Context: an optimization exercise on an open-source flow, tuned for small area and a short achievable clock period. The choices shown serve that exercise and are no tape-out recipe.
In this exercise RTL edits were held to simulation tests only and were not proved equivalent to the original.
No activity file was given, so power comes from the tool's default toggle rates.

==> flow/design.v <==
module TIMER_TOP (
	input  wire        sys_clk,
	input  wire        sys_rst_n,
	input  wire        tim_psel,
	input  wire        tim_write,
	input  wire        tim_penable,
	input  wire [11:0] tim_paddr,
	input  wire [31:0] tim_pwdata,
	output wire [31:0] tim_prdata,
	input  wire [3:0]  tim_pstrb,
	output wire        tim_pready,
	output wire        tim_int,
	input  wire        dbg_mode
);
	reg apb_wait;    
	reg rdy_rd;      
	reg rdy_wr;      
	always @(posedge sys_clk or negedge sys_rst_n) begin
		if (~sys_rst_n) begin
			apb_wait <= 1'b0;
			rdy_rd   <= 1'b0;
			rdy_wr   <= 1'b0;
		end else begin
			apb_wait <= tim_psel & ~tim_penable;
			rdy_rd   <= apb_wait & ~tim_write;
			rdy_wr   <= apb_wait &  tim_write;
		end
	end
	assign tim_pready = rdy_rd | rdy_wr;
	reg sel_tcr, sel_tdr0, sel_tdr1, sel_tcmp0, sel_tcmp1, sel_tier, sel_tisr, sel_thcsr;
	wire addr_hi0 = (tim_paddr[11:5] == 7'd0) & (tim_paddr[1:0] == 2'd0);
	wire [31:0] wdata = tim_pwdata & {{8{tim_pstrb[3]}}, {8{tim_pstrb[2]}}, {8{tim_pstrb[1]}}, {8{tim_pstrb[0]}}};
	wire we_tcr   = rdy_wr & sel_tcr;
	wire we_tdr0  = rdy_wr & sel_tdr0;
	wire we_tdr1  = rdy_wr & sel_tdr1;
	wire we_tcmp0 = rdy_wr & sel_tcmp0;
	wire we_tcmp1 = rdy_wr & sel_tcmp1;
	wire we_tier  = rdy_wr & sel_tier;
	wire we_tisr  = rdy_wr & sel_tisr;
	wire we_thcsr = rdy_wr & sel_thcsr;
	reg       timer_en;
	reg       div_en;
	reg [3:0] div_val;
	wire tcr_same   = {wdata[11:8], wdata[1]} == {div_val, div_en};
	wire tcr_gt8    = wdata[11] & (|wdata[10:8]);
	wire tcr_en_we  = we_tcr & tcr_same;
	wire tcr_div_we = we_tcr & ~wdata[0] & ~timer_en & ~tcr_gt8;
	always @(posedge sys_clk or negedge sys_rst_n) begin
		if (~sys_rst_n) begin
			timer_en <= 1'b0;
		end else if (tcr_en_we) begin
			timer_en <= wdata[0];
		end
	end
	always @(posedge sys_clk or negedge sys_rst_n) begin
		if (~sys_rst_n) begin
			div_en   <= 1'b0;
			div_val  <= 4'd1;
		end else if (tcr_div_we) begin
			div_en   <= wdata[1];
			div_val  <= wdata[11:8];
		end
	end
	reg int_en, int_st, halt_req;
	wire halt_ack = halt_req & dbg_mode;
	always @(posedge sys_clk or negedge sys_rst_n) begin
		if (~sys_rst_n) begin
			int_en   <= 1'b0;
			halt_req <= 1'b0;
		end else begin
			if (we_tier)  int_en   <= wdata[0];
			if (we_thcsr) halt_req <= wdata[0];
		end
	end
	assign tim_int = int_st & int_en;
	reg [7:0] p;
	reg       p_tc;
	wire [7:1] p_ones;    
	assign p_ones[1] = p[1];
	genvar gi;
	generate
		for (gi = 2; gi < 8; gi = gi + 1) begin : g_pones
			assign p_ones[gi] = p_ones[gi-1] & p[gi];
		end
	endgenerate
	reg p_before_tc;      
	always @(*) begin
		case (div_val)
			4'd1: p_before_tc = ~p[0];
			4'd2: p_before_tc = ~p[0] & p_ones[1];
			4'd3: p_before_tc = ~p[0] & p_ones[2];
			4'd4: p_before_tc = ~p[0] & p_ones[3];
			4'd5: p_before_tc = ~p[0] & p_ones[4];
			4'd6: p_before_tc = ~p[0] & p_ones[5];
			4'd7: p_before_tc = ~p[0] & p_ones[6];
			4'd8: p_before_tc = ~p[0] & p_ones[7];
			default: p_before_tc = 1'b0;
		endcase
	end
	wire div_zero = (div_val == 4'd0);
	always @(posedge sys_clk) begin
		if (~timer_en) begin
			p    <= 8'd0;
			p_tc <= div_zero;
		end else if (~halt_ack) begin
			p    <= p_tc ? 8'd0 : p + 8'd1;
			p_tc <= p_tc ? div_zero : p_before_tc;
		end
	end
	wire cnt_en = timer_en & ~halt_ack & (~div_en | p_tc);
	always @(posedge sys_clk) begin
		sel_tcr   <= sel_tcr_d;
		sel_tdr0  <= sel_tdr0_d;
		sel_tdr1  <= sel_tdr1_d;
		sel_tcmp0 <= sel_tcmp0_d;
		sel_tcmp1 <= sel_tcmp1_d;
		sel_tier  <= sel_tier_d;
		sel_tisr  <= sel_tisr_d;
		sel_thcsr <= sel_thcsr_d;
	end
	reg out_of_reset;
	always @(posedge sys_clk or negedge sys_rst_n) begin
		if (~sys_rst_n)
			out_of_reset <= 1'b0;
		else
			out_of_reset <= 1'b1;
	end
	reg timer_en_d;
	reg [31:0] cnt_lo, cnt_hi;
	wire clr = (timer_en_d & ~timer_en) | ~out_of_reset;
	always @(posedge sys_clk) begin
		timer_en_d <= timer_en;
	end
	wire [63:0] cnt = {cnt_hi, cnt_lo};
	wire [63:0] ones_below;    
	wire [7:0]  blk_ones;      
	genvar bi, bk;
	generate
		for (bi = 0; bi < 8; bi = bi + 1) begin : g_blk
			assign blk_ones[bi] = &cnt[8*bi+7:8*bi];
			for (bk = 0; bk < 8; bk = bk + 1) begin : g_bit
				if (bi == 0 && bk == 0)
					assign ones_below[0] = 1'b1;
				else if (bk == 0)
					assign ones_below[8*bi] = &blk_ones[bi-1:0];
				else
					assign ones_below[8*bi+bk] = ones_below[8*bi] & (&cnt[8*bi+bk-1:8*bi]);
			end
		end
	endgenerate
	wire [63:0] cnt_inc = cnt ^ ({64{cnt_en}} & ones_below);
	always @(posedge sys_clk) begin
		if (clr) begin
			cnt_lo <= 32'd0;
			cnt_hi <= 32'd0;
		end else begin
			cnt_lo <= we_tdr0 ? wdata : cnt_inc[31:0];
			cnt_hi <= we_tdr1 ? wdata : cnt_inc[63:32];
		end
	end
	reg [31:0] tcmp0_n, tcmp1_n;
	always @(posedge sys_clk) begin
		if (~out_of_reset) begin
			tcmp0_n <= 32'h0;
			tcmp1_n <= 32'h0;
		end else begin
			if (we_tcmp0) tcmp0_n <= ~wdata;
			if (we_tcmp1) tcmp1_n <= ~wdata;
		end
	end
	wire [31:0] tcmp0 = ~tcmp0_n, tcmp1 = ~tcmp1_n;
	wire cmp = ({tcmp1, tcmp0} == {cnt_hi, cnt_lo});
	always @(posedge sys_clk or negedge sys_rst_n) begin
		if (~sys_rst_n) begin
			int_st <= 1'b0;
		end else if (we_tisr & wdata[0]) begin
			int_st <= 1'b0;
		end else if (int_en & cmp) begin
			int_st <= 1'b1;
		end
	end
	wire sel_tcr_d   = addr_hi0 & (tim_paddr[4:2] == 3'd0);
	wire sel_tdr0_d  = addr_hi0 & (tim_paddr[4:2] == 3'd1);
	wire sel_tdr1_d  = addr_hi0 & (tim_paddr[4:2] == 3'd2);
	wire sel_tcmp0_d = addr_hi0 & (tim_paddr[4:2] == 3'd3);
	wire sel_tcmp1_d = addr_hi0 & (tim_paddr[4:2] == 3'd4);
	wire sel_tier_d  = addr_hi0 & (tim_paddr[4:2] == 3'd5);
	wire sel_tisr_d  = addr_hi0 & (tim_paddr[4:2] == 3'd6);
	wire sel_thcsr_d = addr_hi0 & (tim_paddr[4:2] == 3'd7);
	wire int_st_nw   = int_st | (int_en & cmp);
	reg [31:0] rd_q;
	reg        rd_halt_q;
	always @(posedge sys_clk) begin
		rd_q <=
			  ({32{sel_tcr_d}}   & {20'd0, div_val, 6'd0, div_en, timer_en})
			| ({32{sel_tdr0_d}}  & cnt_inc[31:0])
			| ({32{sel_tdr1_d}}  & cnt_inc[63:32])
			| ({32{sel_tcmp0_d}} & ~tcmp0_n)
			| ({32{sel_tcmp1_d}} & ~tcmp1_n)
			| ({32{sel_tier_d}}  & {31'd0, int_en})
			| ({32{sel_tisr_d}}  & {31'd0, int_st_nw})
			| ({32{sel_thcsr_d}} & {31'd0, halt_req});
		rd_halt_q <= sel_thcsr_d & halt_req;
	end
	assign tim_prdata = {rd_q[31:2], rd_q[1] | (rd_halt_q & dbg_mode), rd_q[0]};
endmodule
Settings: LEC_CHECK=0, CAP_MARGIN=20, CORE_MARGIN=2, CORE_UTILIZATION=40, SETUP_SLACK_MARGIN=2.9, SLEW_MARGIN=20; clock period 5.5 ns.
standard.sh (not shown) runs the stock make flow with config.mk's settings and CLKGATE_MAP_FILE= SYNTH_SCRIPT=/design/flow/synth_recipe.tcl, a recipe that flattens the netlist after the stock synthesis.
==> flow/flow/run.sh <==
#!/bin/bash
set -euo pipefail
WD=$PWD
CLUSTER=$(cat flow/cts_cluster_size 2>/dev/null || echo 30)
CTS_EXTRA=$(cat flow/cts_extra 2>/dev/null || true)
export BUFFER_PORTS_ARGS="-buffer_cell sky130_fd_sc_hd__buf_1"
export CTS_ARGS="-sink_clustering_enable -repair_clock_nets -buf_list $(cat flow/cts_bufs 2>/dev/null || echo sky130_fd_sc_hd__clkbuf_8) -dont_use_dummy_load -sink_clustering_size $CLUSTER $CTS_EXTRA"
if [[ -f flow/abc.script ]]; then
  rm -rf "$WD/scripts_abc"
  cp -r "$FLOW_HOME/scripts" "$WD/scripts_abc"
  cp flow/abc.script "$WD/scripts_abc/abc_speed.script"
  bash standard.sh "SCRIPTS_DIR=$WD/scripts_abc" synth > synth_flow.log 2>&1
fi
bash standard.sh "BUFFER_PORTS_ARGS=$BUFFER_PORTS_ARGS" "CTS_ARGS=$CTS_ARGS" finish > standard_flow.log 2>&1
==> flow/flow/abc.script <==
&get -n
&st
&dch
&nf
&put
==> flow/flow/cts_bufs <==
{sky130_fd_sc_hd__clkbuf_4 sky130_fd_sc_hd__clkbuf_8}
The baseline passed the timing, design-rule and antenna checks.
Rerun with:
==> flow/flow/cts_bufs (replaced) <==
sky130_fd_sc_hd__clkbuf_4 sky130_fd_sc_hd__clkbuf_8
Result: This time the run did not get past clock tree synthesis. Synthesized area is unchanged. Synthesized cell count stays the same.
Rerun with:
--- a/flow/flow/run.sh
+++ b/flow/flow/run.sh
@@ -5,5 +5,5 @@
 CTS_EXTRA=$(cat flow/cts_extra 2>/dev/null || true)
 export BUFFER_PORTS_ARGS="-buffer_cell sky130_fd_sc_hd__buf_1"
-export CTS_ARGS="-sink_clustering_enable -repair_clock_nets -buf_list $(cat flow/cts_bufs 2>/dev/null || echo sky130_fd_sc_hd__clkbuf_8) -dont_use_dummy_load -sink_clustering_size $CLUSTER $CTS_EXTRA"
+export CTS_ARGS="-sink_clustering_enable -repair_clock_nets -buf_list sky130_fd_sc_hd__clkbuf_8 -dont_use_dummy_load -sink_clustering_size $CLUSTER $CTS_EXTRA"
 if [[ -f flow/abc.script ]]; then
   rm -rf "$WD/scripts_abc"
==> flow/flow/abc.script (replaced) <==
&get -n
&st
&syn2
&dch
&nf
&put
removed: flow/flow/cts_bufs
With this change the flow completed without violations.
Synthesized cell count climbs by a few percent.
Area after synthesis goes up slightly.
Rerun with:
==> flow/flow/abc.script (replaced) <==
&get -n
&st
&dch
&nf
&put
CORE_UTILIZATION = 70   (was 40)
PLACE_DENSITY = 0.85   (was unset)
- global-route usage went up by 18 points
- setup slack improved by 0.15 ns
- sequential cell count stays the same
- final cell count went down by 12%
- power went down by 1.9%
- fmax went up by 5.7%
- die area went down by 43%

## re-timing with driven ports
In the flow no input, the clock included, has a driving cell. The finished layouts below were timed again as built, in two steps.
Step 1: set_driving_cell puts a clkbuf_16 on sys_clk and a buf_2 on each other input, an assumption about the parent block.
Step 2 also shifts input and output timing later by t, the mid clock arrival at the registers, as if the neighbouring blocks saw the same clock.
Three values: no drivers, after step 1, after step 2; two values: the first two.
| run | t, ns | setup slack, ns | hold slack, ns | worst setup path after step 2 | cell pins on the clock port's net |
|---|---|---|---|---|---|
| the first run | 0.502 | 2.898 / 2.857 / 2.510 | 0.441 / 0.441 / 0.441 | input to register | 1 |
| the third run | 0.514 | 2.736 / 2.736 / 2.441 | 0.454 / 0.454 / 0.454 | input to register | 1 |
| the fourth run | 0.499 | 2.885 / 2.843 / 2.410 | 0.418 / 0.418 / 0.418 | input to register | 1 |
After both steps setup and hold are still met in every run listed. For the fourth run, which loses most, drivers alone change the setup slack by -0.042 ns; drivers and shift together by -0.475 ns.
